This design comes from an exercise in tuning for small area, a short achievable clock period and few clock cycles on the open sky130 flow, not from production work. Only simulation tests tie the RTL to the original design; equivalence was not proved. Power figures rest on the tool's default switching activity, not on a simulated workload.

[flow/flow/run.sh]
#!/bin/bash
# The standard layout (the standard.sh: standard synthesis, floorplan,
# place, CTS, route, finish) with a larger setup margin for ORFS's
# repair_timing, so that timing repair keeps working below the period.
# Clock, constraints and every other setting are the standard flow's.
set -euo pipefail
bash standard.sh SETUP_SLACK_MARGIN=8 finish > standard_flow.log 2>&1
[flow/standard.sh]
#!/bin/bash
# synth_recipe.tcl (not shown) runs the flow's synth.tcl, then flattens the netlist and writes it again
# the make line also repeats each setting of config.mk as NAME=value (left out here)
make -C /OpenROAD-flow-scripts/flow DESIGN_CONFIG=/design/flow/config.mk WORK_HOME=/design/flow/orfs CLKGATE_MAP_FILE= SYNTH_SCRIPT=/design/flow/synth_recipe.tcl "${@:-finish}"
[flow/config.mk]
export PLATFORM = sky130hd
export DESIGN_NAME = RV32ICore
export DESIGN_NICKNAME = RV32ICore
export VERILOG_FILES = /design/flow/design.v
export SDC_FILE = /design/flow/constraint.sdc
export NUM_CORES = 4
export LEC_CHECK = 0
export CAP_MARGIN = 20
export CELL_PAD_IN_SITES_DETAIL_PLACEMENT = 0
export CELL_PAD_IN_SITES_GLOBAL_PLACEMENT = 1
export CORE_MARGIN = 2
export CORE_UTILIZATION = 50
export CTS_BUF_LIST = sky130_fd_sc_hd__clkbuf_4 sky130_fd_sc_hd__clkbuf_8
export SLEW_MARGIN = 20
[flow/design.v]
`timescale 1ns / 1ps
module RV32ICore(
    input         CPU_CLK,
    input         CPU_RST,
    output [31:0] imem_addr,
    input  [31:0] imem_rdata,
    output        dmem_rd,
    output [3:0]  dmem_wstrb,
    output [31:0] dmem_addr,
    output [31:0] dmem_wdata,
    input  [31:0] dmem_rdata,
    input         dmem_wait
    );
    wire clk = CPU_CLK;
    wire rst = CPU_RST;
    reg  [31:0] pc_f;
    reg  [31:0] pc_r, pc_d;
    reg         v_r, pt_r, v_d, pt_d, rhold;
    reg  [31:0] rbuf, ir;
    reg         bp_v;
    reg  [31:0] bp_tag, bp_tgt;
    reg         e_valid, e_pt, e_ptf;
    reg  [31:0] e_pc, e_a, e_b, e_x;
    reg  [4:0]  e_rd;
    reg         e_we, e_load, e_store, e_br, e_jal, e_jalr, e_csr;
    reg         e_off4, e_off8, e_off12, e_bwd;
    reg  [2:0]  e_f3;
    reg         e_sub, e_left, e_arith;
    reg         r_add, r_slt, r_sltu, r_xor, r_or, r_and, r_sh, r_link;
    reg  [3:0]  e_csr_a;
    reg         c_eq, c_ne, c_lt, c_ge, c_ltu, c_geu;
    reg         m_we, m_rdreq, m_load;
    reg  [3:0]  m_wstrb;
    reg  [31:0] m_res, m_wdata, m_pc4;
    reg  [4:0]  m_rd;
    reg  [2:0]  m_f3;
    reg         w_we, w_load;
    reg  [4:0]  w_rd;
    reg  [31:0] w_res;
    reg  [2:0]  w_f3;
    reg  [31:0] rf [1:31];
    reg  [31:1] rf_v;
    reg  [31:0] csr [0:15];
    reg  [15:0] csr_v;
    wire stall_m = (m_rdreq | (|m_wstrb)) & dmem_wait;
    wire redirect;
    wire [31:0] redirect_pc;
    wire luse;
    wire skip1, skip2;
    wire id_redir;
    wire [31:0] d_tgt;
    assign imem_addr = pc_f;
    wire bp_hit = bp_v & (pc_f == bp_tag);
    wire [31:0] inst_r = rhold ? rbuf : imem_rdata;
    always @(posedge clk) begin
        if (~rhold) rbuf <= imem_rdata;
        if (~luse) begin
            pc_r <= pc_f;
            pt_r <= bp_hit;
            ir <= inst_r;
            pc_d <= pc_r;
            pt_d <= pt_r;
        end
    end
    always @(posedge clk) begin
        if (rst) begin
            pc_f <= 32'b0;
            v_r <= 1'b0;
            v_d <= 1'b0;
            rhold <= 1'b0;
        end else if (stall_m) begin
            pc_f <= m_pc4;
            v_r <= 1'b0;
            v_d <= 1'b0;
            rhold <= 1'b0;
        end else if (redirect) begin
            pc_f <= redirect_pc;
            v_r <= 1'b0;
            v_d <= 1'b0;
            rhold <= 1'b0;
        end else if (id_redir) begin
            pc_f <= d_tgt;
            v_r <= 1'b0;
            v_d <= 1'b0;
            rhold <= 1'b0;
        end else if (luse) begin
            rhold <= 1'b1;
            if (skip1 | skip2) v_d <= 1'b0;
            if (skip2) v_r <= 1'b0;
        end else begin
            pc_f <= bp_hit ? bp_tgt : pc_f + 32'd4;
            v_r <= 1'b1;
            v_d <= v_r & ~skip2;
            rhold <= 1'b0;
        end
    end
    wire [31:0] inst = ir;
    wire [6:0] op  = inst[6:0];
    wire [4:0] rd  = inst[11:7];
    wire [2:0] f3  = inst[14:12];
    wire [4:0] rs1 = inst[19:15];
    wire [4:0] rs2 = inst[24:20];
    wire d_lui   = op == 7'b0110111;
    wire d_auipc = op == 7'b0010111;
    wire d_jal   = op == 7'b1101111;
    wire d_jalr  = op == 7'b1100111;
    wire d_br    = op == 7'b1100011;
    wire d_load  = op == 7'b0000011;
    wire d_store = op == 7'b0100011;
    wire d_opi   = op == 7'b0010011;
    wire d_op    = op == 7'b0110011;
    wire d_csr   = (op == 7'b1110011) & (f3[1:0] != 2'b00);
    wire d_csri  = d_csr & f3[2];
    wire d_wr    = d_lui | d_auipc | d_jal | d_jalr | d_load | d_opi | d_op | d_csr;
    wire d_we    = d_wr & (rd != 5'd0);
    wire use1    = d_jalr | d_br | d_load | d_store | d_opi | d_op | (d_csr & ~f3[2]);
    wire use2    = d_br | d_store | d_op;
    wire [31:0] imm_i = {{20{inst[31]}}, inst[31:20]};
    wire [31:0] imm_s = {{20{inst[31]}}, inst[31:25], inst[11:7]};
    wire [31:0] imm_b = {{19{inst[31]}}, inst[31], inst[7], inst[30:25], inst[11:8], 1'b0};
    wire [31:0] imm_u = {inst[31:12], 12'b0};
    wire [31:0] imm_j = {{11{inst[31]}}, inst[31], inst[19:12], inst[20], inst[30:21], 1'b0};
    wire [31:0] d_imm = d_store ? imm_s :
                        d_br    ? imm_b :
                        (d_lui | d_auipc) ? imm_u :
                        d_jal   ? imm_j : imm_i;
    reg  [31:0] rf1, rf2;
    integer ri;
    always @(*) begin
        rf1 = 32'b0;
        rf2 = 32'b0;
        for (ri = 1; ri < 32; ri = ri + 1) begin
            rf1 = rf1 | ({32{rs1 == ri && rf_v[ri]}} & rf[ri]);
            rf2 = rf2 | ({32{rs2 == ri && rf_v[ri]}} & rf[ri]);
        end
    end
    wire [31:0] w_ext;
    wire [31:0] w_data = w_load ? w_ext : w_res;
    wire m_hit1 = m_we & ~m_load & (m_rd == rs1);
    wire m_hit2 = m_we & ~m_load & (m_rd == rs2);
    wire w_hit1 = w_we & (w_rd == rs1);
    wire w_hit2 = w_we & (w_rd == rs2);
    wire [31:0] byp1 = m_hit1 ? m_res : w_hit1 ? w_data : rf1;
    wire [31:0] byp2 = m_hit2 ? m_res : w_hit2 ? w_data : rf2;
    wire e_hit1 = e_valid & e_we & (e_rd == rs1);
    wire e_hit2 = e_valid & e_we & (e_rd == rs2);
    wire [31:0] result;
    wire [31:0] fwd1 = e_hit1 ? result : byp1;
    wire [31:0] fwd2 = e_hit2 ? result : byp2;
    assign d_tgt = pc_d + d_imm;
    wire d_short = (d_imm == 32'd4) | (d_imm == 32'd8) | (d_imm == 32'd12);
    wire d_pred  = (d_br & d_imm[31]) | (d_jal & ~d_short);
    assign id_redir = v_d & ~pt_d & d_pred & ~luse & ~stall_m & ~redirect & ~skip1 & ~skip2;
    assign luse = v_d & (
        (use1 & ((e_hit1 & e_load) | (m_we & m_load & (m_rd == rs1)))) |
        (use2 & ((e_hit2 & e_load) | (m_we & m_load & (m_rd == rs2)))));
    wire alu_r = d_op;
    wire alu_i = d_opi;
    wire is_alu = alu_r | alu_i;
    wire d_sub   = (alu_r & f3 == 3'b000 & inst[30]) | d_br | (is_alu & (f3 == 3'b010 | f3 == 3'b011));
    wire d_sh    = is_alu & (f3 == 3'b001 | f3 == 3'b101);
    always @(posedge clk) begin
        e_valid <= ~rst & v_d & ~stall_m & ~redirect & ~luse & ~skip1 & ~skip2;
        begin
            e_pt    <= pt_d | (~pt_d & d_pred);
            e_ptf   <= pt_d;
            e_pc    <= pc_d;
            e_a     <= d_lui ? 32'b0 : d_auipc ? pc_d : d_csri ? {27'b0, rs1} : fwd1;
            e_b     <= (d_op | d_br) ? fwd2 : d_imm;
            e_x     <= d_store ? fwd2 : d_tgt;
            e_bwd   <= d_imm[31];
            e_off4  <= (d_br | d_jal) & (d_imm == 32'd4);
            e_off8  <= (d_br | d_jal) & (d_imm == 32'd8);
            e_off12 <= (d_br | d_jal) & (d_imm == 32'd12);
            e_rd    <= rd;
            e_we    <= d_we;
            e_load  <= d_load;
            e_store <= d_store;
            e_br    <= d_br;
            e_jal   <= d_jal;
            e_jalr  <= d_jalr;
            e_csr   <= d_csr;
            e_f3    <= f3;
            c_eq    <= d_br & (f3 == 3'b000);
            c_ne    <= d_br & (f3 == 3'b001);
            c_lt    <= d_br & (f3 == 3'b100);
            c_ge    <= d_br & (f3 == 3'b101);
            c_ltu   <= d_br & (f3 == 3'b110);
            c_geu   <= d_br & (f3 == 3'b111);
            e_sub   <= d_sub;
            e_left  <= f3 == 3'b001;
            e_arith <= inst[30];
            r_add   <= ~(is_alu & f3 != 3'b000) & ~d_jal & ~d_jalr & ~d_csr;
            r_slt   <= is_alu & f3 == 3'b010;
            r_sltu  <= is_alu & f3 == 3'b011;
            r_xor   <= is_alu & f3 == 3'b100;
            r_or    <= is_alu & f3 == 3'b110;
            r_and   <= is_alu & f3 == 3'b111;
            r_sh    <= d_sh;
            r_link  <= d_jal | d_jalr;
            e_csr_a <= inst[23:20];
        end
    end
    wire [31:0] a   = e_a;
    wire [31:0] b   = e_b;
    wire [31:0] bx  = e_sub ? ~b : b;
    wire [32:0] sum = {1'b0, a} + {1'b0, bx} + {32'b0, e_sub};
    wire ltu = ~sum[32];
    wire lt  = (a[31] == b[31]) ? sum[31] : a[31];
    wire eq  = (a == b);
    function [31:0] rev32(input [31:0] x);
        integer k;
        for (k = 0; k < 32; k = k + 1) rev32[k] = x[31-k];
    endfunction
    wire [31:0] sh_in  = e_left ? rev32(a) : a;
    wire        sh_fill = e_arith & ~e_left & sh_in[31];
    wire [31:0] sh_r   = (sh_in >> b[4:0]) | ({32{sh_fill}} & ~(32'hffffffff >> b[4:0]));
    wire [31:0] sh_out = e_left ? rev32(sh_r) : sh_r;
    wire [31:0] pc4 = e_pc + 32'd4;
    wire [31:0] tgt = e_x;
    reg  [31:0] csr_old;
    integer ci;
    always @(*) begin
        csr_old = 32'b0;
        for (ci = 0; ci < 16; ci = ci + 1)
            csr_old = csr_old | ({32{e_csr_a == ci && csr_v[ci]}} & csr[ci]);
    end
    wire [31:0] csr_new = (e_f3[1:0] == 2'b01) ? a :
                          (e_f3[1:0] == 2'b10) ? (csr_old | a) : (csr_old & ~a);
    assign result =
        ({32{r_add}}  & sum[31:0]) |
        ({32{r_slt}}  & {31'b0, lt}) |
        ({32{r_sltu}} & {31'b0, ltu}) |
        ({32{r_xor}}  & (a ^ b)) |
        ({32{r_or}}   & (a | b)) |
        ({32{r_and}}  & (a & b)) |
        ({32{r_sh}}   & sh_out) |
        ({32{r_link}} & pc4) |
        ({32{e_csr}}  & csr_old);
    wire br_taken = (c_eq & eq) | (c_ne & ~eq) | (c_lt & lt) | (c_ge & ~lt) |
                    (c_ltu & ltu) | (c_geu & ~ltu);
    wire jump    = e_jal | br_taken;
    wire sk1     = jump & ~e_pt & e_off8 & ~pt_d;
    wire sk2     = jump & ~e_pt & e_off12 & ~pt_d & ~pt_r;
    assign skip1 = e_valid & sk1;
    assign skip2 = e_valid & sk2;
    assign redirect = e_valid & (e_jalr | (jump & ~e_pt & ~e_off4 & ~sk1 & ~sk2) | (e_pt & ~jump));
    assign redirect_pc = e_jalr ? sum[31:0] : (br_taken | e_jal) ? tgt : pc4;
    wire [3:0] strb = (e_f3[1:0] == 2'b00) ? (4'b0001 << sum[1:0]) :
                      (e_f3[1:0] == 2'b01) ? (sum[1] ? 4'b1100 : 4'b0011) : 4'b1111;
    wire [31:0] wd  = (e_f3[1:0] == 2'b00) ? {4{e_x[7:0]}} :
                      (e_f3[1:0] == 2'b01) ? {2{e_x[15:0]}} : e_x;
    always @(posedge clk) begin
        if (rst) begin
            csr_v <= 16'b0;
        end else if (e_valid & e_csr & ~stall_m) begin
            csr_v[e_csr_a] <= 1'b1;
        end
        if (e_valid & e_csr & ~stall_m)
            csr[e_csr_a] <= csr_new;
    end
    always @(posedge clk) begin
        if (rst)
            bp_v <= 1'b0;
        else if (e_valid & e_br & e_bwd & ~e_ptf) begin
            bp_v <= br_taken;
            bp_tag <= e_pc;
            bp_tgt <= tgt;
        end
    end
    always @(posedge clk) begin
        if (rst) begin
            m_we <= 1'b0; m_rdreq <= 1'b0; m_wstrb <= 4'b0; m_load <= 1'b0;
        end else if (~stall_m) begin
            m_we    <= e_valid & e_we;
            m_rdreq <= e_valid & e_load;
            m_wstrb <= (e_valid & e_store) ? strb : 4'b0;
            m_load  <= e_load;
            m_res   <= result;
            m_wdata <= wd;
            m_pc4   <= pc4;
            m_rd    <= e_rd;
            m_f3    <= e_f3;
        end
    end
    assign dmem_rd    = m_rdreq;
    assign dmem_wstrb = m_wstrb;
    assign dmem_addr  = m_res;
    assign dmem_wdata = m_wdata;
    always @(posedge clk) begin
        if (rst) begin
            w_we <= 1'b0;
        end else begin
            w_we <= m_we & ~stall_m;
        end
        w_load <= m_load;
        w_rd   <= m_rd;
        w_res  <= m_res;
        w_f3   <= m_f3;
    end
    wire [15:0] w_half = w_res[1] ? dmem_rdata[31:16] : dmem_rdata[15:0];
    wire [7:0]  w_byte = w_res[0] ? w_half[15:8] : w_half[7:0];
    assign w_ext = (w_f3[1:0] == 2'b00) ? {{24{w_byte[7] & ~w_f3[2]}}, w_byte} :
                   (w_f3[1:0] == 2'b01) ? {{16{w_half[15] & ~w_f3[2]}}, w_half} : dmem_rdata;
    always @(posedge clk) begin
        if (w_we) rf[w_rd] <= w_data;
    end
    always @(posedge clk) begin
        if (rst) rf_v <= 31'b0;
        else if (w_we) rf_v[w_rd] <= 1'b1;
    end
endmodule
[flow/constraint.sdc]
create_clock -name core_clock -period 12.0 [get_ports {CPU_CLK}]
set_input_delay 2.4000 -clock core_clock [delete_from_list [all_inputs] [get_ports {CPU_CLK}]]
set_output_delay 2.4000 -clock core_clock [all_outputs]
set_load 0.01 [all_outputs]
==> results by group, run 1 <==
Route
  – DRT Pass-1 Iters: 10
  – Drt first-iter violations: 14,888
  – Wire per inst: 44.3 µm
  – WL final: 462,000 µm
  – Vias: 78,476
  – DRT antenna net count: 0
  – DRC errors left: 0
  – Vias per Instance: 7.51

CTS
  – Htree depth: 5
  – Clock Sinks: 2,105
  – Clk root buf: clkbuf_8
  – Clock transition at path regs: 0.07 ns
  – Worst skew pair latency: 1.15 ns
  – CTS Buf Count: 361
  – CTS max path bufs: 4
  – CTS tree: done

Critical path
  – CP required: 13.01 ns
  – CP top delay family: simple AND/OR/NAND/NOR gates
  – CP Cell Sequence: inv_1 > ha_1 > nor4_1 > nand4_1 > nor2_2 > mux2i_2 > or4b_4 > buf_6 > a21o_4 > o21ai_4 > nand4_1 > buf_6 > clkbuf_16 > mux2i_1 > o21ai_1 > o22ai_1
  – Startpoint types: register
  – Worst EP arrival: 5.68 ns
  – Crit end category: register
  – CP max-delay cell: dfxtp_1
  – Max incr delay on CP: 0.79 ns
  – CP Max Fanout: 9
  – WP buf/inv: 4
  – Worst Setup Path Type: reg2reg

Power
  – P_int: 11.8 mW
  – Switching Fraction: 23.8%
  – Power Density: 139 nW/µm²
  – Psw: 3.71 mW
  – Maximum vdd drop: 0.123 mV
  – Reg power frac: 52.2%
  – Pwr Total: 15.5 mW
  – Lkg Pwr: 39.0 nW
  – Clock share of power: 42.3%
  – Gate power share: 5.6%

Synth
  – Syn Area/Cell: 13.1 µm²
  – #FFs+latches synth: 2,105
  – Asr flop ratio synth: 0%
  – Mapped Nets: 7,340
  – Cell accounting for the most synthesized area: edfxtp_1
  – EDFF count, synth: 1,770
  – Post-synthesis cell area: 93,300 µm²
  – Share of the synthesized area in the top cell type: 57.0%
  – Post-Synthesis Cells: 7,126
  – Top FF cell, synth: edfxtp_1
  – Yosys warning count: 1
  – Synth unique cells: 93
  – Seq/Total Area, Yosys: 64.2%
  – Ranking of synthesized cells by area: edfxtp_1 57%, dfxtp_1 7.2%, a221oi_1 4.5%

Placement
  – Final Wtd Congestion: 1.04
  – I/O Buffers: 167
  – DP HPWL: 267,000 µm

STA
  – Least-Margin Pin Slew: 1.29 ns
  – Final Hold Fails: 0
  – Final count of negative-setup-slack endpoints: 0
  – Layout Skew: 0.110 ns
  – Tcrit/Tclk final: 38.9%
  – Fmax: 214 MHz
  – Slew Viols, Final: 0
  – Post-route setup TNS: 0 ns
  – Max_slew headroom: 14.1%
  – Min Tclk post-route: 4.67 ns
  – RSZ-0062 raised after global routing: yes

Run status
  – Status: timing/DRC/antenna clean

Global routing
  – Vias in the first global route: 72,470
  – First-pass GRT wire length: 611,000 µm
  – Largest net degree at the start of global routing: 66
  – Total track usage: 46.8%
  – Gr ovfl total: 0
  – Initial antenna violation count: 34

Floorplanning
  – Cell Rows: 158
  – IO Count: 168
  – DIE WIDTH: 436 µm
  – Die area: 190,000 µm²
  – Die height: 436 µm
  – Initial Util: 50.3%
  – Core Box Area: 185,000 µm²

Cells and area
  – Share of cells above drive strength 1: 25.0%
  – P&R area growth vs syn: 20.3%
  – Final-stage net count: 7,897

Flow run
  – Max_cap viols: 0

Worst hold path
  – Hold/Removal Path Class: reg2reg
[per-layer routing]
metal  GRT usage, %  vias up  wire length [µm]  part of all wire [%]
met5          0.655        -               644                  0.14
met4           35.6       48             45300                   9.8
met3           17.4     2344             66900                    14
met2           68.1     7658            194000                    42
met1           56.4    38496            155000                    34
li1               -    29930                 -                     -
[what timing repair did]
action,CTS,global route
resized for setup,889,337
hold buffers,0,0
setup buffers,213,112
pin swaps,110,151
setup endpoints to repair,1141,466
endpoints found under the hold margin,0,0
cloned,36,14
[per-stage QoR]
| stage | instance area [µm²] | setup WS (ns) | hold WS, ns | instances | util [%] |
|---|---|---|---|---|---|
| global route | 112000 | 7.20 | 0.361 | 10435 | 60.5 |
| floorplan | 94000 | 7.09 | 0.323 | 7126 | - |
| finish | 112000 | 7.33 | 0.354 | 10443 | 60.5 |
| detailed placement | 98500 | 5.99 | 0.336 | 9423 | 53.1 |
| global placement | 98500 | 6.06 | 0.333 | 9421 | 53.1 |
| CTS | 109000 | 7.45 | 0.356 | 10303 | 59.0 |
[placed cells by master, fill, tap and decap left out, drive strengths merged, types with 244 or more instances in the layout]
cell type / n
edfxtp: 1770
clkbuf: 514
dfxtp: 335
buf: 640
a221oi: 478
a21oi: 279
a22oi: 244
nand2: 402
nor2: 367
a22o: 459
[power by group through the flow]
stage               combinational [mW]  sequential (mW)  clock [mW]
floorplan                        0.340             8.19           0
global placement                 0.619             8.28           0
detailed placement               0.623             8.28           0
CTS                              0.755             8.10        6.55
global route                     0.883             8.10        6.87
finish                           0.867             8.11        6.57
[path summary, 6_finish.rpt]
kind | start | endpoint | slack [ns] | cells past startpoint
worst max-delay path | e_a[7]$_SDFF_PN0_ | pc_f[17]$_SDFFE_PP0P_ | 7.33 | 16
worst min register to register | m_f3[2]$_DFFE_PP_ | w_f3[2]$_DFF_P_ | 0.35 | 0
worst max register to register | e_a[7]$_SDFF_PN0_ | pc_f[17]$_SDFFE_PP0P_ | 7.33 | 16
worst min-delay path | m_f3[2]$_DFFE_PP_ | w_f3[2]$_DFF_P_ | 0.35 | 0
[sequential cells by signal (all words and copies together) (netlist names), 16 cells and up]
register  cells
w_res        32
e_pc         32
m_res        32
rf_v         31
csr         512
bp_tgt       32
e_x          32
bp_tag       32
e_a          32
m_pc4        32
ir           32
rbuf         32
pc_d         32
m_wdata      32
csr_v        16
e_b          32
pc_r         32
pc_f         32
rf          992
[cell usage after synthesis, types with 49 or more instances]
master / number
nor3_1: 145
and3_1: 121
o21ai_0: 228
a221oi_1: 478
clkbuf_1: 484
mux2i_1: 100
nand4_1: 154
xor2_1: 118
a21oi_1: 278
ha_1: 145
dfxtp_1: 335
inv_1: 146
a22oi_1: 244
a222oi_1: 100
edfxtp_1: 1770
a21o_1: 55
a22o_1: 459
nand3_1: 155
nor2_1: 365
buf_1: 49
xnor2_1: 93
nand2_1: 401
a211oi_1: 74
mux2_2: 101
[final cells by class]
cell class              instances  area (µm²)
fillers                     14804       73200
flip-flops and latches       2105       60000
multi-input cells            4344       34500
repair buffers                718        6840
clock buffers                 506        6290
well taps                    2480        3100
clock inverters               125         787
inverters                     150         584
diodes                         12        30.0
repair inverters                3        22.5
[cells by family after synthesis]
| group | count (synthesis) | synth area share (%) |
|---|---|---|
| XOR/XNOR | 211 | 1.98 |
| AND/OR/NAND/NOR | 1522 | 7.89 |
| AO/OA/AOI/OAI | 2203 | 18.0 |
| buffers and inverters | 704 | 2.89 |
| multiplexers | 234 | 3.08 |
| adder cells (fa/ha/maj) | 147 | 1.99 |
| flip-flops | 2105 | 64.2 |
Testbench counts, summed over its fixed seeds: cycles 30,817.
==> inputs of run 2 (changes only) <==
==> flow/config.mk (replaced) <==
export PLATFORM = sky130hd
export DESIGN_NAME = RV32ICore
export DESIGN_NICKNAME = RV32ICore
export VERILOG_FILES = /design/flow/design.v
export SDC_FILE = /design/flow/constraint.sdc
export NUM_CORES = 4
export LEC_CHECK = 0
export CAP_MARGIN = 20
export CELL_PAD_IN_SITES_DETAIL_PLACEMENT = 1
export CELL_PAD_IN_SITES_GLOBAL_PLACEMENT = 2
export CORE_MARGIN = 2
export CORE_UTILIZATION = 30
export SLEW_MARGIN = 20
==> results by group, run 2 <==
Run status
  – Status: timing/DRC/antenna clean

Synth
  – Post-synthesis cell area: 93,300 µm²
  – Commonest cells post-synth: 1,770 x edfxtp_1, 484 x clkbuf_1, 478 x a221oi_1
  – Share of the synthesized area in the top cell type: 57.0%
  – Syn Area/Cell: 13.1 µm²
  – Asr flop ratio synth: 0%
  – Post-Synthesis Cells: 7,126
  – Synth unique cells: 93
  – Cell accounting for the most synthesized area: edfxtp_1
  – Mapped Nets: 7,340
  – Seq/Total Area, Yosys: 64.2%
  – Top FF cell, synth: edfxtp_1
  – EDFF count, synth: 1,770
  – Yosys warning count: 1
  – Ranking of synthesized cells by area: edfxtp_1 57%, dfxtp_1 7.2%, a221oi_1 4.5%
  – #FFs+latches synth: 2,105
  – Most numerous cell in the Yosys netlist: edfxtp_1

Worst hold path
  – Hold/Removal Path Class: reg2reg
  – Hold Path Origin: m_f3[1]$_DFFE_PP_
  – Hold path depth: 0

Critical path
  – Most used cell, CP: inv_2
  – Startpoint types: register
  – CP Max Fanout: 3
  – Crit end category: register
  – Critical Path Source: ir[4]$_DFFE_PN_
  – CP required: 12.81 ns
  – Worst EP arrival: 5.46 ns
  – CP Cell Sequence: buf_6 > nor2b_4 > nand4_1 > inv_2 > nor2_4 > a32oi_4 > inv_2 > ha_4 > inv_2 > fa_2 > nor2b_2 > o31a_1 > o211ai_1 > buf_4 > a21oi_4 > o22ai_4 > o31ai_4 > a221oi_4 > a41oi_2 > a21o_1 > a21oi_2 > xor2_2 > o2111a_1 > a311oi_1
  – Cell count of the worst reg-to-reg path: 24
  – Max incr delay on CP: 0.45 ns
  – CP top delay family: compound AO/OA/AOI/OAI gates
  – Worst Setup Path Type: reg2reg
  – Reg2Reg Launch Point: ir[4]$_DFFE_PN_
  – CP Depth: 24
  – WP buf/inv: 5
  – CP max-delay cell: edfxtp_1

Global routing
  – Total track usage: 31.4%
  – First-pass GRT wire length: 682,000 µm
  – Gr ovfl total: 0
  – Vias in the first global route: 75,134
  – Initial antenna violation count: 33
  – Largest net degree at the start of global routing: 66

Route
  – Drt first-iter violations: 11,826
  – WL final: 516,000 µm
  – DRC errors left: 0
  – Wire per inst: 43.0 µm
  – DRT antenna net count: 0
  – DRT Pass-1 Iters: 7
  – Vias: 77,476
  – Vias per Instance: 6.45

CTS
  – Htree depth: 4
  – Clk root buf: clkbuf_16
  – Hold_buf cts: 0
  – CTS Buf Count: 235
  – Clock transition at path regs: 0.07 ns
  – CTS max path bufs: 4
  – Clock Sinks: 2,105
  – CTS tree: done
  – Worst skew pair latency: 0.97 ns

Floorplanning
  – Core Box Area: 309,000 µm²
  – DIE WIDTH: 562 µm
  – Die area: 315,000 µm²
  – IO Count: 168
  – Initial Util: 30.2%
  – Cell Rows: 204
  – Die height: 562 µm

STA
  – Final count of negative-setup-slack endpoints: 0
  – Min Tclk post-route: 4.66 ns
  – Least-Margin Pin Slew: 1.25 ns
  – Max_slew headroom: 17.0%
  – Tcrit/Tclk final: 38.8%
  – Post-route setup TNS: 0 ns
  – Fmax: 215 MHz
  – Slew Viols, Final: 0
  – Layout Skew: 0.0715 ns
  – RSZ-0062 raised after global routing: yes
  – Final Hold Fails: 0

Cells and area
  – Post-layout util: 37.9%
  – Share of cells above drive strength 1: 24.5%
  – Largest regs: rf (992), csr (512)
  – Area of the multi-input gates: 35,200 µm²
  – Final-stage net count: 7,879
  – Fill cells: 31,803
  – P&R area growth vs syn: 25.5%
  – Commonest non-fill, non-tap cell in the layout: edfxtp_1
  – Most frequent cells in the layout: 1,770 x edfxtp_1, 480 x buf_4, 457 x a22o_1
  – Sequential cell area: 60,000 µm²
  – Biggest register: rf
  – Largest register FFs: 992

Power
  – Psw: 3.93 mW
  – Gate power share: 5.5%
  – Power Density: 143 nW/µm²
  – Switching Fraction: 23.4%
  – Reg power frac: 48.4%
  – Clock share of power: 46.1%
  – Maximum vdd drop: 0.116 mV
  – Lkg Pwr: 39.9 nW
  – Pwr Total: 16.8 mW
  – P_int: 12.8 mW

Placement
  – DP HPWL: 304,000 µm
  – I/O Buffers: 167
  – Final Wtd Congestion: 0.964

Flow run
  – Max_cap viols: 0
==> run 2: cell counts after synthesis <==
Identical to the previous run, type by type.
==> run 2: cells by family (layout without fill, tap and decap cells) <==
family / after synthesis / in the layout / synth area share, %
multiplexers: 234 / 236 / 3.08
flip-flops: 2105 / 2105 / 64.2
buffers and inverters: 704 / 1410 / 2.89
AND/OR/NAND/NOR: 1522 / 1536 / 7.89
AO/OA/AOI/OAI: 2203 / 2223 / 18.0
other: 0 / 16 / 0
adder cells (fa/ha/maj): 147 / 147 / 1.99
XOR/XNOR: 211 / 211 / 1.98
==> run 2: final cells by class <==
class | instances | area share, %
tap | 4120 | 4.40
multi-input combinational | 4353 | 30.0
sequential | 2105 | 51.3
clock buffer | 281 | 5.32
antenna | 16 | 0.0342
timing repair inverter | 8 | 0.0492
inverter | 150 | 0.516
clock inverter | 159 | 1.60
timing repair buffer | 812 | 6.75
==> run 2: timing repair <==
| item | 4_1_cts | 5_1_grt |
|---|---|---|
| endpoints found under the setup margin | 1745 | 953 |
| hold endpoints to repair | 0 | 0 |
| resized for setup | 962 | 305 |
| pin swaps | 155 | 143 |
| cloned | 57 | 6 |
| buffers inserted | 291 | 82 |
==> run 2: power groups by stage <==
stage / clock network [mW] / logic [mW] / registers, mW
after floorplan: 0 / 0.340 / 8.19
after global placement: 0 / 0.641 / 8.28
after detailed placement: 0 / 0.651 / 8.28
after CTS: 7.79 / 0.842 / 8.10
after global routing: 8.04 / 0.947 / 8.10
final: 7.73 / 0.923 / 8.11
==> run 2: metrics by stage <==
stage / hold slack (ns) / area (µm²) / cells / setup slack (ns)
3_5_place_dp: 0.334 / 101000 / 11111 / 5.82
3_3_place_gp: 0.346 / 101000 / 11110 / 5.91
5_1_grt: 0.381 / 117000 / 11991 / 7.13
6_report: 0.362 / 117000 / 12004 / 7.34
4_1_cts: 0.364 / 115000 / 11899 / 7.46
2_1_floorplan: 0.323 / 94000 / 7126 / 7.09
==> run 2: path summary, 6_finish.rpt <==
check                                              to  slack [ns]
worst max register to register  pc_f[30]$_SDFFE_PP0P_        7.34
worst max-delay path            pc_f[30]$_SDFFE_PP0P_        7.34
worst min-delay path                  w_f3[1]$_DFF_P_        0.36
worst min register to register        w_f3[1]$_DFF_P_        0.36
==> run 2: layer usage <==
metal	share of wire, %	routed length, µm	track usage, %
met1	37	189000	38.3
met4	7.1	36800	17.9
met2	45	232000	49.6
met3	11	58500	9.17
met5	0.082	422	0.331
==> inputs of run 3 (changes only) <==
--- a/flow/design.v
+++ b/flow/design.v
@@ -33,4 +33,6 @@
     reg  [3:0]  m_wstrb;
     reg  [31:0] m_res, m_wdata, m_pc4;
+    reg         m_csr_we;
+    reg  [3:0]  m_csr_a;
     reg  [4:0]  m_rd;
     reg  [2:0]  m_f3;
@@ -80,5 +82,5 @@
             rhold <= 1'b0;
         end else if (id_redir) begin
-            pc_f <= d_tgt;
+            pc_f <= d_btgt;
             v_r <= 1'b0;
             v_d <= 1'b0;
@@ -149,6 +151,6 @@
     wire [31:0] fwd2 = e_hit2 ? result : byp2;
     assign d_tgt = pc_d + d_imm;
-    wire d_short = (d_imm == 32'd4) | (d_imm == 32'd8) | (d_imm == 32'd12);
-    wire d_pred  = (d_br & d_imm[31]) | (d_jal & ~d_short);
+    wire [31:0] d_btgt = pc_d + imm_b;
+    wire d_pred  = d_br & inst[31];
     assign id_redir = v_d & ~pt_d & d_pred & ~luse & ~stall_m & ~redirect & ~skip1 & ~skip2;
     assign luse = v_d & (
@@ -219,11 +221,12 @@
     wire [31:0] pc4 = e_pc + 32'd4;
     wire [31:0] tgt = e_x;
-    reg  [31:0] csr_old;
+    reg  [31:0] csr_rd;
     integer ci;
     always @(*) begin
-        csr_old = 32'b0;
+        csr_rd = 32'b0;
         for (ci = 0; ci < 16; ci = ci + 1)
-            csr_old = csr_old | ({32{e_csr_a == ci && csr_v[ci]}} & csr[ci]);
+            csr_rd = csr_rd | ({32{e_csr_a == ci && csr_v[ci]}} & csr[ci]);
     end
+    wire [31:0] csr_old = (m_csr_we && m_csr_a == e_csr_a) ? m_wdata : csr_rd;
     wire [31:0] csr_new = (e_f3[1:0] == 2'b01) ? a :
                           (e_f3[1:0] == 2'b10) ? (csr_old | a) : (csr_old & ~a);
@@ -254,9 +257,9 @@
         if (rst) begin
             csr_v <= 16'b0;
-        end else if (e_valid & e_csr & ~stall_m) begin
-            csr_v[e_csr_a] <= 1'b1;
+        end else if (m_csr_we) begin
+            csr_v[m_csr_a] <= 1'b1;
         end
-        if (e_valid & e_csr & ~stall_m)
-            csr[e_csr_a] <= csr_new;
+        if (m_csr_we)
+            csr[m_csr_a] <= m_wdata;
     end
     always @(posedge clk) begin
@@ -272,11 +275,14 @@
         if (rst) begin
             m_we <= 1'b0; m_rdreq <= 1'b0; m_wstrb <= 4'b0; m_load <= 1'b0;
+            m_csr_we <= 1'b0;
         end else if (~stall_m) begin
             m_we    <= e_valid & e_we;
+            m_csr_we <= e_valid & e_csr;
             m_rdreq <= e_valid & e_load;
             m_wstrb <= (e_valid & e_store) ? strb : 4'b0;
             m_load  <= e_load;
             m_res   <= result;
-            m_wdata <= wd;
+            m_wdata <= e_csr ? csr_new : wd;
+            m_csr_a <= e_csr_a;
             m_pc4   <= pc4;
             m_rd    <= e_rd;
==> results by group, run 3 <==
Route
  – WL final: 537,000 µm
  – DRC errors left: 0
  – Drt first-iter violations: 13,094
  – Vias per Instance: 6.44
  – DRT Pass-1 Iters: 10
  – Wire per inst: 42.9 µm
  – DRT antenna net count: 0
  – Vias: 80,792

Synth
  – #FFs+latches synth: 2,110
  – Share of the synthesized area in the top cell type: 55.6%
  – Seq/Total Area, Yosys: 62.6%
  – Mapped Nets: 7,822
  – Syn Area/Cell: 12.6 µm²
  – Ranking of synthesized cells by area: edfxtp_1 56%, dfxtp_1 7.0%, a22oi_1 4.1%
  – Post-synthesis cell area: 95,800 µm²
  – Yosys warning count: 1
  – Commonest cells post-synth: 1,774 x edfxtp_1, 525 x a22oi_1, 474 x clkbuf_1
  – Asr flop ratio synth: 0%
  – Most numerous cell in the Yosys netlist: edfxtp_1
  – Top FF cell, synth: edfxtp_1
  – Post-Synthesis Cells: 7,577
  – Cell accounting for the most synthesized area: edfxtp_1
  – EDFF count, synth: 1,774
  – Synth unique cells: 89

STA
  – RSZ-0062 raised after global routing: yes
  – Post-route setup TNS: 0 ns
  – Max_slew headroom: 18.2%
  – Slew Viols, Final: 0
  – Final Hold Fails: 0
  – Tcrit/Tclk final: 36.1%
  – Fmax: 231 MHz
  – PnR worst setup slack: 7.67 ns
  – Least-Margin Pin Slew: 1.23 ns
  – Final count of negative-setup-slack endpoints: 0
  – Layout Skew: 0.0854 ns
  – Min Tclk post-route: 4.33 ns
  – Hold WS: 0.349 ns

Critical path
  – CP required: 12.80 ns
  – WP buf/inv: 3
  – CP Max Fanout: 5
  – CP Cell Sequence: buf_4 > or3_4 > buf_6 > nor2_4 > nor2_2 > a22oi_2 > inv_2 > ha_4 > a211oi_4 > o21ai_2 > nand4_1 > a31oi_4 > a221o_1 > o21a_1 > a21oi_2 > a21oi_2 > a41oi_2 > a21oi_2 > xnor2_1 > mux2_4
  – CP max-delay cell: edfxtp_1
  – Crit end category: register
  – Max incr delay on CP: 0.39 ns
  – Worst EP arrival: 5.13 ns
  – Startpoint types: register
  – Worst Setup Path Type: reg2reg
  – CP top delay family: compound AO/OA/AOI/OAI gates
  – Most used cell, CP: a21oi_2

Floorplanning
  – IO Count: 168
  – Core Box Area: 318,000 µm²
  – Initial Util: 30.1%
  – Die height: 569 µm
  – Cell Rows: 207
  – DIE WIDTH: 569 µm
  – Die area: 324,000 µm²

CTS
  – Clock Sinks: 2,110
  – Hold_buf cts: 0
  – Worst skew pair latency: 0.95 ns
  – Clk root buf: clkbuf_16
  – CTS Buf Count: 239
  – Clock transition at path regs: 0.07 ns
  – CTS max path bufs: 4
  – Htree depth: 4
  – CTS tree: done

Cells and area
  – Largest regs: rf (992), csr (512)
  – Commonest non-fill, non-tap cell in the layout: edfxtp_1
  – Final-stage net count: 8,384
  – P&R area growth vs syn: 24.1%
  – Final instance area: 119,000 µm²
  – Largest register FFs: 992
  – Share of cells above drive strength 1: 23.3%
  – Fill cells: 33,064
  – Most frequent cells in the layout: 1,774 x edfxtp_1, 542 x buf_4, 511 x a22oi_1
  – Biggest register: rf
  – Sequential cell area: 60,200 µm²
  – Area of the multi-input gates: 36,900 µm²

Worst hold path
  – Hold/Removal Path Class: reg2reg

Power
  – Lkg Pwr: 41.9 nW
  – Pwr Total: 16.7 mW
  – Power Density: 141 nW/µm²
  – Maximum vdd drop: 0.144 mV

Global routing
  – Gr ovfl total: 0
  – Initial antenna violation count: 50
  – First-pass GRT wire length: 711,000 µm
  – Vias in the first global route: 78,585
  – Total track usage: 32.0%
  – Largest net degree at the start of global routing: 71

Flow run
  – Max_cap viols: 0

Placement
  – DP HPWL: 323,000 µm
  – Post-DP Area: 104,000 µm²
  – I/O Buffers: 167
  – Final Wtd Congestion: 0.965
  – Pre-CTS setup slack: 5.63 ns

Run status
  – Status: timing/DRC/antenna clean
## run 3: logic make-up after synthesis
logic type / synth area share (%)
and+or+nand+nor: 8.52
xor gates and xnor gates: 2.19
AOI/OAI and AO/OA: 17.9
buffers and inverters: 2.85
muxes: 3.59
DFF: 62.6
adders and majority gates: 2.35
## run 3: report_power, final
group | internal (mW) | total, mW | switching [mW]
logic | 0.338 | 1.02 | 0.685
registers | 8.05 | 8.19 | 0.138
clock network | 4.30 | 7.52 | 3.22
total | 12.7 | 16.7 | 4.04
## run 3: through the flow
| step | cells | utilization [%] |
|---|---|---|
| after floorplan | 7577 | - |
| after detailed placement | 11665 | 32.7 |
| after global placement | 11664 | 32.7 |
| final | 12538 | 37.4 |
| after global routing | 12523 | 37.4 |
| after CTS | 12444 | 36.9 |
## run 3: routing by layer
metal	GRT usage [%]	vias up	wire, µm
met4	19.4	20	39800
li1	-	31411	-
met1	43.6	42179	216000
met3	8.06	1308	61700
met2	45.6	5874	220000
met5	0	-	134
## run 3: worst reg2reg max path: stages, from the launching register on
cell	delay (ns)
edfxtp_1	0.39
buf_4	0.15
or3_4	0.36
buf_6	0.14
nor2_4	0.21
nor2_2	0.06
a22oi_2	0.23
inv_2	0.10
ha_4	0.20
a211oi_4	0.25
o21ai_2	0.10
nand4_1	0.23
a31oi_4	0.15
a221o_1	0.34
o21a_1	0.20
a21oi_2	0.20
a21oi_2	0.11
a41oi_2	0.26
a21oi_2	0.10
xnor2_1	0.15
mux2_4	0.28
## run 3: layout make-up
| class | instances | area share (%) |
|---|---|---|
| Sequential cell | 2110 | 50.6 |
| Multi-Input combinational cell | 4775 | 31.1 |
| Antenna cell | 16 | 0.0337 |
| Inverter | 150 | 0.504 |
| Clock inverter | 129 | 1.06 |
| Tap cell | 4180 | 4.40 |
| Timing Repair Buffer | 862 | 6.74 |
| Timing Repair inverter | 1 | 0.00421 |
| Clock buffer | 315 | 5.59 |
## run 3: worst paths after layout
| path | end | startpoint | depth (start not counted) | slack (ns) |
|---|---|---|---|---|
| min | w_f3[2]$_DFF_P_ | m_f3[2]$_DFFE_PP_ | 0 | 0.35 |
| max | e_x[31]$_DFF_P_ | ir[3]$_DFFE_PN_ | 20 | 7.67 |
| min reg2reg | w_f3[2]$_DFF_P_ | m_f3[2]$_DFFE_PP_ | 0 | 0.35 |
| max reg2reg | e_x[31]$_DFF_P_ | ir[3]$_DFFE_PN_ | 20 | 7.67 |
## run 3: timing repair
item / CTS / global route
setup endpoints to repair: 950 / 460
setup buffers: 297 / 76
cloned: 38 / 2
pin swaps: 157 / 134
resized for setup: 1047 / 264
Testbench counts of run 3, summed over its fixed seeds: cycles 30,850.
==> inputs of run 4 (changes only) <==
--- a/flow/config.mk
+++ b/flow/config.mk
@@ -7,7 +7,9 @@
 export LEC_CHECK = 0
 export CAP_MARGIN = 20
-export CELL_PAD_IN_SITES_DETAIL_PLACEMENT = 1
-export CELL_PAD_IN_SITES_GLOBAL_PLACEMENT = 2
+export CELL_PAD_IN_SITES_DETAIL_PLACEMENT = 0
+export CELL_PAD_IN_SITES_GLOBAL_PLACEMENT = 1
 export CORE_MARGIN = 2
-export CORE_UTILIZATION = 30
+export CORE_UTILIZATION = 50
+export CTS_BUF_LIST = sky130_fd_sc_hd__clkbuf_4 sky130_fd_sc_hd__clkbuf_8
 export SLEW_MARGIN = 20
+export TNS_END_PERCENT = 10
==> results by group, run 4 <==
STA
  – Final count of negative-setup-slack endpoints: 0
  – Fmax: 224 MHz
  – Post-route setup TNS: 0 ns
  – Max_slew headroom: 8.20%
  – Final Hold Fails: 0
  – Tcrit/Tclk final: 37.2%
  – RSZ-0062 raised after global routing: yes
  – PnR worst setup slack: 7.54 ns
  – Layout Skew: 0.0962 ns
  – Min Tclk post-route: 4.46 ns
  – Slew Viols, Final: 0
  – Least-Margin Pin Slew: 1.37 ns

Power
  – Lkg Pwr: 41.2 nW
  – Switching Fraction: 24.0%
  – Reg power frac: 52.2%
  – Power Density: 137 nW/µm²
  – Psw: 3.76 mW
  – P_int: 11.9 mW
  – Pwr Total: 15.7 mW
  – Gate power share: 5.8%
  – Clock share of power: 42.0%
  – Maximum vdd drop: 0.114 mV

Synth
  – #FFs+latches synth: 2,110
  – Cell accounting for the most synthesized area: edfxtp_1
  – Syn Area/Cell: 12.6 µm²
  – Yosys warning count: 1
  – Ranking of synthesized cells by area: edfxtp_1 56%, dfxtp_1 7.0%, a22oi_1 4.1%
  – Share of the synthesized area in the top cell type: 55.6%
  – Post-synthesis cell area: 95,800 µm²
  – Mapped Nets: 7,822
  – Most numerous cell in the Yosys netlist: edfxtp_1
  – Top FF cell, synth: edfxtp_1
  – Asr flop ratio synth: 0%
  – EDFF count, synth: 1,774
  – Post-Synthesis Cells: 7,577
  – Seq/Total Area, Yosys: 62.6%
  – Synth unique cells: 89
  – Commonest cells post-synth: 1,774 x edfxtp_1, 525 x a22oi_1, 474 x clkbuf_1

Floorplanning
  – Die area: 195,000 µm²
  – Core Box Area: 190,000 µm²
  – IO Count: 168
  – Cell Rows: 160
  – Die height: 442 µm
  – Initial Util: 50.4%
  – DIE WIDTH: 442 µm

Critical path
  – CP top delay family: simple AND/OR/NAND/NOR gates
  – Startpoint types: register
  – CP Max Fanout: 26
  – Reg-to-reg endpoint: e_b[14]$_DFF_P_
  – CP max-delay cell: nor3_2
  – Worst EP arrival: 5.37 ns
  – CP Depth: 13
  – Register-to-register setup slack: 7.54 ns
  – CP required: 12.91 ns
  – Critical Path Source: ir[22]$_DFFE_PN_
  – Reg2Reg Launch Point: ir[22]$_DFFE_PN_
  – Worst Setup Path Type: reg2reg
  – WP buf/inv: 2
  – Setup crit end: e_b[14]$_DFF_P_
  – Crit end category: register
  – CP Cell Sequence: buf_4 > and3_1 > and3_2 > buf_4 > a22o_1 > a221oi_1 > nand4_1 > nor3_2 > mux2i_1 > mux2i_1 > nor2_1 > a21oi_1 > o21ai_0
  – Max incr delay on CP: 0.47 ns
  – Cell count of the worst reg-to-reg path: 13

Cells and area
  – Largest register FFs: 992
  – Commonest non-fill, non-tap cell in the layout: edfxtp_1
  – P&R area growth vs syn: 19.4%
  – Final-stage net count: 8,441
  – Most frequent cells in the layout: 1,774 x edfxtp_1, 519 x buf_4, 512 x a22oi_1
  – Fill cells: 15,339
  – Largest regs: rf (992), csr (512)
  – Share of cells above drive strength 1: 22.9%
  – Biggest register: rf

Global routing
  – Vias in the first global route: 75,254
  – Total track usage: 46.6%
  – Gr ovfl total: 0
  – First-pass GRT wire length: 627,000 µm
  – Largest net degree at the start of global routing: 86
  – Initial antenna violation count: 38

CTS
  – Htree depth: 5
  – Clk root buf: clkbuf_8
  – CTS Buf Count: 363
  – Clock Sinks: 2,110
  – CTS tree: done
  – CTS max path bufs: 4
  – Worst skew pair latency: 1.13 ns
  – Clock transition at path regs: 0.06 ns
  – Hold_buf cts: 0

Route
  – Wire per inst: 43.0 µm
  – DRT antenna net count: 0
  – DRT Pass-1 Iters: 14
  – Vias: 82,554
  – Vias per Instance: 7.51
  – DRC errors left: 0
  – WL final: 473,000 µm
  – Drt first-iter violations: 17,997

Placement
  – I/O Buffers: 167
  – DP HPWL: 283,000 µm
  – Final Wtd Congestion: 1.04
  – Pre-CTS setup slack: 6.04 ns

Worst hold path
  – Hold/Removal Path Class: reg2reg

Flow run
  – Max_cap viols: 0

Run status
  – Status: timing/DRC/antenna clean
## run 4: cell counts after synthesis
Identical to the previous run, type by type.
## run 4: cell families after synthesis
family	share of synthesized area (%)
adders and majority gates	2.35
AOI/OAI and AO/OA	17.9
muxes	3.59
buffers and inverters	2.85
DFF	62.6
and+or+nand+nor	8.52
xor gates and xnor gates	2.19
## run 4: power by group through the flow
stage	Sequential [mW]	Combinational [mW]	Clock (mW)
finish	8.19	0.903	6.60
global route	8.19	0.931	6.89
CTS	8.19	0.808	6.57
detailed placement	8.40	0.643	0
global placement	8.40	0.638	0
floorplan	8.29	0.357	0
## run 4: repair_timing
action / 4_1_cts / 5_1_grt
gates resized for setup: 588 / 313
setup buffers: 201 / 110
pin swaps: 73 / 99
endpoints found under the setup margin: 571 / 467
gates cloned: 24 / 13
## run 4: worst min-delay path by stage
stage                       from              end  slack, ns  depth (start not counted)
2_1_floorplan  m_f3[0]$_DFFE_PP_  w_f3[0]$_DFF_P_       0.32                          0
6_report       m_f3[1]$_DFFE_PP_  w_f3[1]$_DFF_P_       0.34                          0
3_3_place_gp   m_f3[1]$_DFFE_PP_  w_f3[1]$_DFF_P_       0.34                          0
4_1_cts        m_f3[1]$_DFFE_PP_  w_f3[1]$_DFF_P_       0.34                          0
3_5_place_dp   m_f3[1]$_DFFE_PP_  w_f3[1]$_DFF_P_       0.33                          0
5_1_grt        m_f3[1]$_DFFE_PP_  w_f3[1]$_DFF_P_       0.36                          0
## run 4: per-stage QoR
| step | area [µm²] | hold slack (ns) | std cells | utilization (%) |
|---|---|---|---|---|
| 2_1_floorplan | 96000 | 0.323 | 7577 | - |
| 5_1_grt | 114000 | 0.365 | 10981 | 60.1 |
| 3_5_place_dp | 101000 | 0.328 | 9992 | 53.4 |
| 6_report | 114000 | 0.339 | 10994 | 60.1 |
| 4_1_cts | 112000 | 0.340 | 10852 | 58.7 |
| 3_3_place_gp | 101000 | 0.340 | 9992 | 53.4 |
## run 4: layout make-up
type	count	area, µm²	area share, %
well taps	2511	3140	2.75
inverters	150	593	0.519
repair buffers	803	7270	6.35
repair inverters	3	15.0	0.0131
clock buffers	521	6380	5.58
flip-flops and latches	2110	60200	52.6
clock inverters	114	732	0.640
diodes	17	42.5	0.0372
multi-input cells	4765	36000	31.5
## run 4: per-layer routing
metal	part of all wire, %	track usage (%)
met1	36	62.7
met2	39	62.5
met3	17	19.0
met4	8.0	27.8
met5	0.092	0.611
==> inputs of run 5 (changes only) <==
--- a/flow/design.v
+++ b/flow/design.v
@@ -51,5 +51,5 @@
     wire skip1, skip2;
     wire id_redir;
-    wire [31:0] d_tgt;
+    wire [31:0] d_tgt, d_btgt;
     assign imem_addr = pc_f;
     wire bp_hit = bp_v & (pc_f == bp_tag);
@@ -150,6 +150,6 @@
     wire [31:0] fwd1 = e_hit1 ? result : byp1;
     wire [31:0] fwd2 = e_hit2 ? result : byp2;
-    assign d_tgt = pc_d + d_imm;
-    wire [31:0] d_btgt = pc_d + imm_b;
+    assign d_tgt = d_jal ? pc_d + imm_j : d_btgt;
+    assign d_btgt = pc_d + imm_b;
     wire d_pred  = d_br & inst[31];
     assign id_redir = v_d & ~pt_d & d_pred & ~luse & ~stall_m & ~redirect & ~skip1 & ~skip2;
--- a/flow/config.mk
+++ b/flow/config.mk
@@ -13,3 +13,2 @@
 export CTS_BUF_LIST = sky130_fd_sc_hd__clkbuf_4 sky130_fd_sc_hd__clkbuf_8
 export SLEW_MARGIN = 20
-export TNS_END_PERCENT = 10
==> results by group, run 5 <==
STA
  – Post-route setup TNS: 0 ns
  – Final count of negative-setup-slack endpoints: 0
  – Layout Skew: 0.114 ns
  – Final Hold Fails: 0
  – Least-Margin Pin Slew: 1.36 ns
  – Tcrit/Tclk final: 35.6%
  – Hold WS: 0.342 ns
  – RSZ-0062 raised after global routing: yes
  – Fmax: 234 MHz
  – Min Tclk post-route: 4.27 ns
  – Max_slew headroom: 8.42%
  – Slew Viols, Final: 0

Synth
  – Syn Area/Cell: 12.7 µm²
  – Commonest cells post-synth: 1,774 x edfxtp_1, 491 x clkbuf_1, 463 x a221oi_1
  – Most numerous cell in the Yosys netlist: edfxtp_1
  – Post-Synthesis Cells: 7,498
  – Ranking of synthesized cells by area: edfxtp_1 56%, dfxtp_1 7.1%, a221oi_1 4.3%
  – #FFs+latches synth: 2,110
  – Cell accounting for the most synthesized area: edfxtp_1
  – Asr flop ratio synth: 0%
  – Seq/Total Area, Yosys: 63.0%
  – Top FF cell, synth: edfxtp_1
  – Yosys warning count: 1
  – Post-synthesis cell area: 95,300 µm²
  – Mapped Nets: 7,725
  – EDFF count, synth: 1,774
  – Synth unique cells: 92
  – Share of the synthesized area in the top cell type: 55.9%

Floorplanning
  – Cell Rows: 160
  – Initial Util: 50.2%
  – Die height: 441 µm
  – Core Box Area: 190,000 µm²
  – IO Count: 168
  – Die area: 194,000 µm²
  – DIE WIDTH: 441 µm

Route
  – DRC errors left: 0
  – Vias per Instance: 7.42
  – Wire per inst: 43.3 µm
  – WL final: 469,000 µm
  – Vias: 80,314
  – DRT antenna net count: 0
  – Drt first-iter violations: 14,880
  – DRT Pass-1 Iters: 10

CTS
  – Clk root buf: clkbuf_8
  – Hold_buf cts: 0
  – CTS tree: done
  – Htree depth: 5
  – CTS Buf Count: 361
  – Worst skew pair latency: 1.15 ns
  – Clock transition at path regs: 0.06 ns
  – Clock Sinks: 2,110
  – CTS max path bufs: 4

Power
  – Pwr Total: 15.7 mW
  – Power Density: 140 nW/µm²
  – Maximum vdd drop: 0.104 mV
  – Lkg Pwr: 39.3 nW

Global routing
  – Largest net degree at the start of global routing: 64
  – Initial antenna violation count: 41
  – First-pass GRT wire length: 623,000 µm
  – Total track usage: 47.0%
  – Vias in the first global route: 74,364
  – Gr ovfl total: 0

Cells and area
  – Post-layout util: 59.3%
  – Fill cells: 15,404
  – Share of cells above drive strength 1: 22.2%
  – P&R area growth vs syn: 18.2%
  – Sequential cell area: 60,200 µm²
  – Biggest register: rf
  – Final-stage net count: 8,246
  – Area of the multi-input gates: 34,800 µm²
  – Commonest non-fill, non-tap cell in the layout: edfxtp_1
  – Most frequent cells in the layout: 1,774 x edfxtp_1, 448 x a22o_1, 448 x a221oi_1
  – Largest register FFs: 992
  – Largest regs: rf (992), csr (512)

Critical path
  – CP Cell Sequence: buf_6 > buf_6 > xor2_4 > inv_2 > fa_2 > nor2b_2 > o31a_1 > o21ai_2 > o31a_1 > buf_6 > o21a_1 > o211ai_1 > and4_4 > a2111oi_4 > buf_4 > or3_4 > o211ai_1 > o31ai_4 > a221o_1
  – Startpoint types: register
  – CP required: 12.98 ns
  – Worst Setup Path Type: reg2reg
  – Max incr delay on CP: 0.43 ns
  – Most used cell, CP: buf_6
  – Crit end category: register
  – Worst EP arrival: 5.25 ns
  – CP max-delay cell: or3_4
  – CP Max Fanout: 6

Flow run
  – Max_cap viols: 0

Worst hold path
  – Hold/Removal Path Class: reg2reg

Placement
  – DP HPWL: 281,000 µm
  – I/O Buffers: 167
  – Final Wtd Congestion: 1.07

Run status
  – Status: timing/DRC/antenna clean
-- run 5: cell count changes after synthesis, sizes merged, moves of 64 or more --
cell / previous run / this run
a22o: 346 / 448
a22oi: 525 / 360
nand3: 225 / 147
a221oi: 370 / 463
mux2i: 172 / 106
o21ai: 236 / 300
-- run 5: final cells by class --
class | count | share of cell area, %
Multi-Input combinational cell | 4650 | 30.9
Sequential cell | 2110 | 53.5
Timing Repair inverter | 3 | 0.0133
Timing Repair Buffer | 722 | 5.85
Tap cell | 2511 | 2.79
Clock inverter | 155 | 0.980
Antenna cell | 24 | 0.0533
Inverter | 171 | 0.615
Clock buffer | 485 | 5.36
-- run 5: critical path, delay by kind of cell (launching register included) --
family,cells,cell delay (ns)
AO/OA/AOI/OAI,9,1.70
XOR/XNOR,1,0.16
flip-flops,1,0.41
AND/OR/NAND/NOR,3,0.87
adder cells (fa/ha/maj),1,0.39
buffers and inverters,5,0.65
-- run 5: cell families (layout without fill, tap and decap cells) --
group | Yosys count | in the layout | synth area share (%)
buffers and inverters | 754 | 1536 | 3.01
xor gates and xnor gates | 240 | 240 | 2.21
other | 0 | 24 | 0
muxes | 208 | 216 | 2.71
AOI/OAI and AO/OA | 2385 | 2385 | 18.7
adders and majority gates | 160 | 160 | 2.12
and+or+nand+nor | 1641 | 1649 | 8.28
DFF | 2110 | 2110 | 63.0
-- run 5: what timing repair did --
action,4_1_cts,5_1_grt
resized for setup,857,215
pin swaps,53,59
buffers inserted,208,83
gates cloned,16,12
endpoints found under the setup margin,1195,297
-- run 5: power by group --
group | switching, mW | leakage (nW) | internal [mW]
Combinational | 0.612 | 16.3 | 0.299
Clock | 3.05 | 3.79 | 3.60
Sequential | 0.131 | 19.1 | 8.05
-- run 5: stage by stage --
| stage | setup WS, ns | cell area, µm² | cells |
|---|---|---|---|
| final | 7.73 | 113000 | 10831 |
| after global routing | 7.67 | 113000 | 10810 |
| after CTS | 7.68 | 111000 | 10712 |
| after detailed placement | 5.83 | 101000 | 9848 |
| after global placement | 5.92 | 101000 | 9847 |
| after floorplan | 6.81 | 95700 | 7498 |
-- run 5: path summary, 6_finish.rpt --
kind                     start                   end  slack (ns)  cells past startpoint
min reg2reg  m_f3[1]$_DFFE_PP_       w_f3[1]$_DFF_P_        0.34                      0
max reg2reg      e_sub$_DFF_P_  pc_f[5]$_SDFFE_PP0P_        7.73                     19
max              e_sub$_DFF_P_  pc_f[5]$_SDFFE_PP0P_        7.73                     19
min          m_f3[1]$_DFFE_PP_       w_f3[1]$_DFF_P_        0.34                      0
-- run 5: per-layer routing --
layer	global-route usage, %	routed length, µm
met5	0.248	141
met4	37.3	47000
met3	16.2	66700
met2	67.5	195000
met1	57.9	160000
Testbench counts of run 5, summed over its fixed seeds: cycles 30,850.
==> inputs of run 6 (changes only) <==
--- a/flow/config.mk
+++ b/flow/config.mk
@@ -11,4 +11,4 @@
 export CORE_MARGIN = 2
 export CORE_UTILIZATION = 50
-export CTS_BUF_LIST = sky130_fd_sc_hd__clkbuf_4 sky130_fd_sc_hd__clkbuf_8
+export CTS_BUF_LIST = sky130_fd_sc_hd__clkbuf_8 sky130_fd_sc_hd__clkbuf_16
 export SLEW_MARGIN = 20
==> results by group, run 6 <==
Run status
  – Status: timing/DRC/antenna clean

STA
  – Final Hold Fails: 0
  – Least-Margin Pin Slew: 1.36 ns
  – Min Tclk post-route: 4.34 ns
  – Tcrit/Tclk final: 36.1%
  – Max_slew headroom: 9.07%
  – Fmax: 231 MHz
  – Layout Skew: 0.0919 ns
  – PnR worst setup slack: 7.66 ns
  – Final count of negative-setup-slack endpoints: 0
  – Post-route setup TNS: 0 ns
  – RSZ-0062 raised after global routing: yes
  – Slew Viols, Final: 0

Synth
  – Share of the synthesized area in the top cell type: 55.9%
  – Adder-cell share of the synthesized area: 2.12%
  – Ranking of synthesized cells by area: edfxtp_1 56%, dfxtp_1 7.1%, a221oi_1 4.3%
  – Synth unique cells: 92
  – Most numerous cell in the Yosys netlist: edfxtp_1
  – Yosys warning count: 1
  – Cell accounting for the most synthesized area: edfxtp_1
  – Asr flop ratio synth: 0%
  – EDFF count, synth: 1,774
  – Syn Area/Cell: 12.7 µm²
  – Post-synthesis compound-gate area fraction: 18.7%
  – #FFs+latches synth: 2,110
  – Post-synthesis cell area: 95,300 µm²
  – Post-Synthesis Cells: 7,498
  – Seq/Total Area, Yosys: 63.0%
  – Post-synthesis mux area share: 2.71%
  – Synthesized-area fraction occupied by and/or/nand/nor cells: 8.28%
  – Mapped Nets: 7,725
  – Post-Synth XOR/XNOR Area: 2.21%
  – Top FF cell, synth: edfxtp_1
  – Largest family of logic cells by synthesized area: compound AO/OA/AOI/OAI gates
  – Commonest cells post-synth: 1,774 x edfxtp_1, 491 x clkbuf_1, 463 x a221oi_1

Placement
  – Final Wtd Congestion: 1.07
  – Post-DP Area: 101,000 µm²
  – I/O Buffers: 167
  – Pre-CTS setup slack: 5.83 ns
  – Placed cell count: 9,848
  – DP HPWL: 281,000 µm

Flow run
  – Max_cap viols: 0

Floorplanning
  – Cell Rows: 160
  – IO Count: 168
  – Die height: 441 µm
  – Initial Util: 50.2%
  – Core Box Area: 190,000 µm²
  – DIE WIDTH: 441 µm
  – Die area: 194,000 µm²

Cells and area
  – Post-layout util: 59.5%
  – Share of cells above drive strength 1: 19.9%
  – Largest regs: rf (992), csr (512)
  – P&R area growth vs syn: 18.5%
  – Final-stage net count: 8,091
  – Fill cells: 15,247
  – Largest register FFs: 992
  – Commonest non-fill, non-tap cell in the layout: edfxtp_1
  – Area of the multi-input gates: 34,900 µm²
  – Biggest register: rf
  – Final instance area: 113,000 µm²
  – Most frequent cells in the layout: 1,774 x edfxtp_1, 449 x a221oi_1, 448 x a22o_1
  – Layout Cells excl Fill: 10,581
  – Sequential cell area: 60,200 µm²

CTS
  – CTS max path bufs: 3
  – Hold_buf cts: 0
  – Clock Sinks: 2,110
  – Worst skew pair latency: 0.90 ns
  – CTS Buf Count: 213
  – Htree depth: 4
  – Clock transition at path regs: 0.07 ns
  – CTS tree: done
  – Clk root buf: clkbuf_16

Route
  – DRT Pass-1 Iters: 10
  – Vias: 79,476
  – Drt first-iter violations: 14,819
  – WL final: 468,000 µm
  – Vias per Instance: 7.51
  – Wire per inst: 44.2 µm
  – DRT antenna net count: 0
  – DRC errors left: 0

Power
  – Clock share of power: 43.5%
  – Maximum vdd drop: 0.148 mV
  – Switching Fraction: 23.3%
  – Reg power frac: 50.8%
  – Power Density: 143 nW/µm²
  – Lkg Pwr: 39.3 nW
  – Gate power share: 5.7%
  – P_int: 12.4 mW
  – Psw: 3.75 mW

Critical path
  – Crit end category: register
  – CP Max Fanout: 17
  – CP required: 12.74 ns
  – CP max-delay cell: and3_2
  – WP buf/inv: 1
  – Worst Setup Path Type: reg2reg
  – Worst EP arrival: 5.07 ns
  – CP top delay family: simple AND/OR/NAND/NOR gates
  – Max incr delay on CP: 1.03 ns
  – CP Cell Sequence: nor2b_1 > and3_2 > buf_4 > a22oi_1 > nand4_1 > nor3_4 > nand2_1 > o21ai_2 > o2111ai_2 > o211ai_1 > a21oi_1
  – Startpoint types: register

Global routing
  – First-pass GRT wire length: 617,000 µm
  – Largest net degree at the start of global routing: 64
  – Gr ovfl total: 0
  – Vias in the first global route: 72,700
  – Initial antenna violation count: 37
  – Total track usage: 46.6%

Worst hold path
  – Hold/Removal Path Class: reg2reg
## run 6: worst paths after layout
path,from,endpoint,slack (ns),cells past startpoint
min,m_f3[2]$_DFFE_PP_,w_f3[2]$_DFF_P_,0.35,0
max,ir[19]$_DFFE_PN_,e_a[2]$_SDFF_PN0_,7.66,11
max reg2reg,ir[19]$_DFFE_PN_,e_a[2]$_SDFF_PN0_,7.66,11
min reg2reg,m_f3[2]$_DFFE_PP_,w_f3[2]$_DFF_P_,0.35,0
## run 6: through the flow
stage	hold WS (ns)	total power, mW
2_1_floorplan	0.323	8.64
3_3_place_gp	0.329	9.03
3_5_place_dp	0.335	9.04
4_1_cts	0.341	16.0
5_1_grt	0.354	16.4
6_report	0.351	16.1
## run 6: power groups by stage
stage                     clock, mW  combinational, mW  sequential (mW)
after floorplan                   0              0.358             8.28
after global placement            0              0.653             8.38
after detailed placement          0              0.659             8.38
after CTS                      7.00              0.804             8.17
after global routing           7.29              0.939             8.17
final                          7.01              0.914             8.18
## run 6: cells by family (layout without fill, tap and decap cells)
family,Yosys count,after routing
buffers and inverters,754,1286
AND/OR/NAND/NOR,1641,1650
multiplexers,208,218
AO/OA/AOI/OAI,2385,2385
other,0,21
flip-flops,2110,2110
adder cells (fa/ha/maj),160,160
XOR/XNOR,240,240
## run 6: cell type report
type	count	share of cell area [%]
Clock inverter	164	1.43
Inverter	171	0.642
Multi-Input combinational cell	4653	31.0
Antenna cell	21	0.0466
Timing Repair Buffer	710	5.73
Timing Repair inverter	5	0.0222
Tap cell	2511	2.78
Clock buffer	236	5.08
Sequential cell	2110	53.3
## run 6: layer usage
metal | up-vias | GRT usage [%] | part of all wire [%]
met2 | 7516 | 67.1 | 42
met3 | 2208 | 14.3 | 14
li1 | 30750 | - | -
met4 | 32 | 36.5 | 10
met1 | 38970 | 58.5 | 34
met5 | - | 0.397 | 0.058
## run 6: repair_timing
item                       4_1_cts  5_1_grt
setup endpoints to repair     1179      201
cloned                          19       23
pin swaps                       46       88
resized for setup              682      282
setup buffers                  176       92

[afterwards: timing with drivers on the ports]
Ports are ideal in the flow. The routed layouts listed here were re-timed in OpenROAD.
Step 1 sets driving cells, clkbuf_16 on the clock port and buf_2 on the other inputs (assumed; they add their load-dependent delay and slew).
Step 2 adds t to the input delays and takes it off the output delays; t is the mean of the earliest and latest rising clock arrival at the registers after step 1. Input paths then give back, and output paths get back, about the clock's delay inside the block.
Slacks: ideal ports / drivers / drivers and shift; pairs: ideal ports / drivers.
| run | t, ns | slack for setup (ns) | worst setup path at the end | latest minus earliest clock arrival (ns) | worst data-port slew with drivers (ns) |
|---|---|---|---|---|---|
| run 1 | 1.191 | 7.334 / 7.334 / 6.659 | input to register | 0.110 / 0.109 | 0.16 |
| run 2 | 1.027 | 7.345 / 7.345 / 6.958 | input to register | 0.080 / 0.080 | 0.11 |
| run 3 | 1.019 | 7.674 / 7.674 / 6.941 | input to register | 0.089 / 0.088 | 0.13 |
| run 4 | 1.175 | 7.541 / 7.541 / 6.623 | input to register | 0.097 / 0.097 | 0.05 |
| run 5 | 1.198 | 7.731 / 7.638 / 6.850 | input to register | 0.117 / 0.117 | 0.09 |
| run 6 | 0.962 | 7.665 / 7.665 / 6.955 | input to register | 0.095 / 0.095 | 0.09 |
After both steps every run listed still meets setup and hold. The setup slack of run 4, which loses most, moves by 0.000 ns with the drivers and by -0.918 ns with both steps.
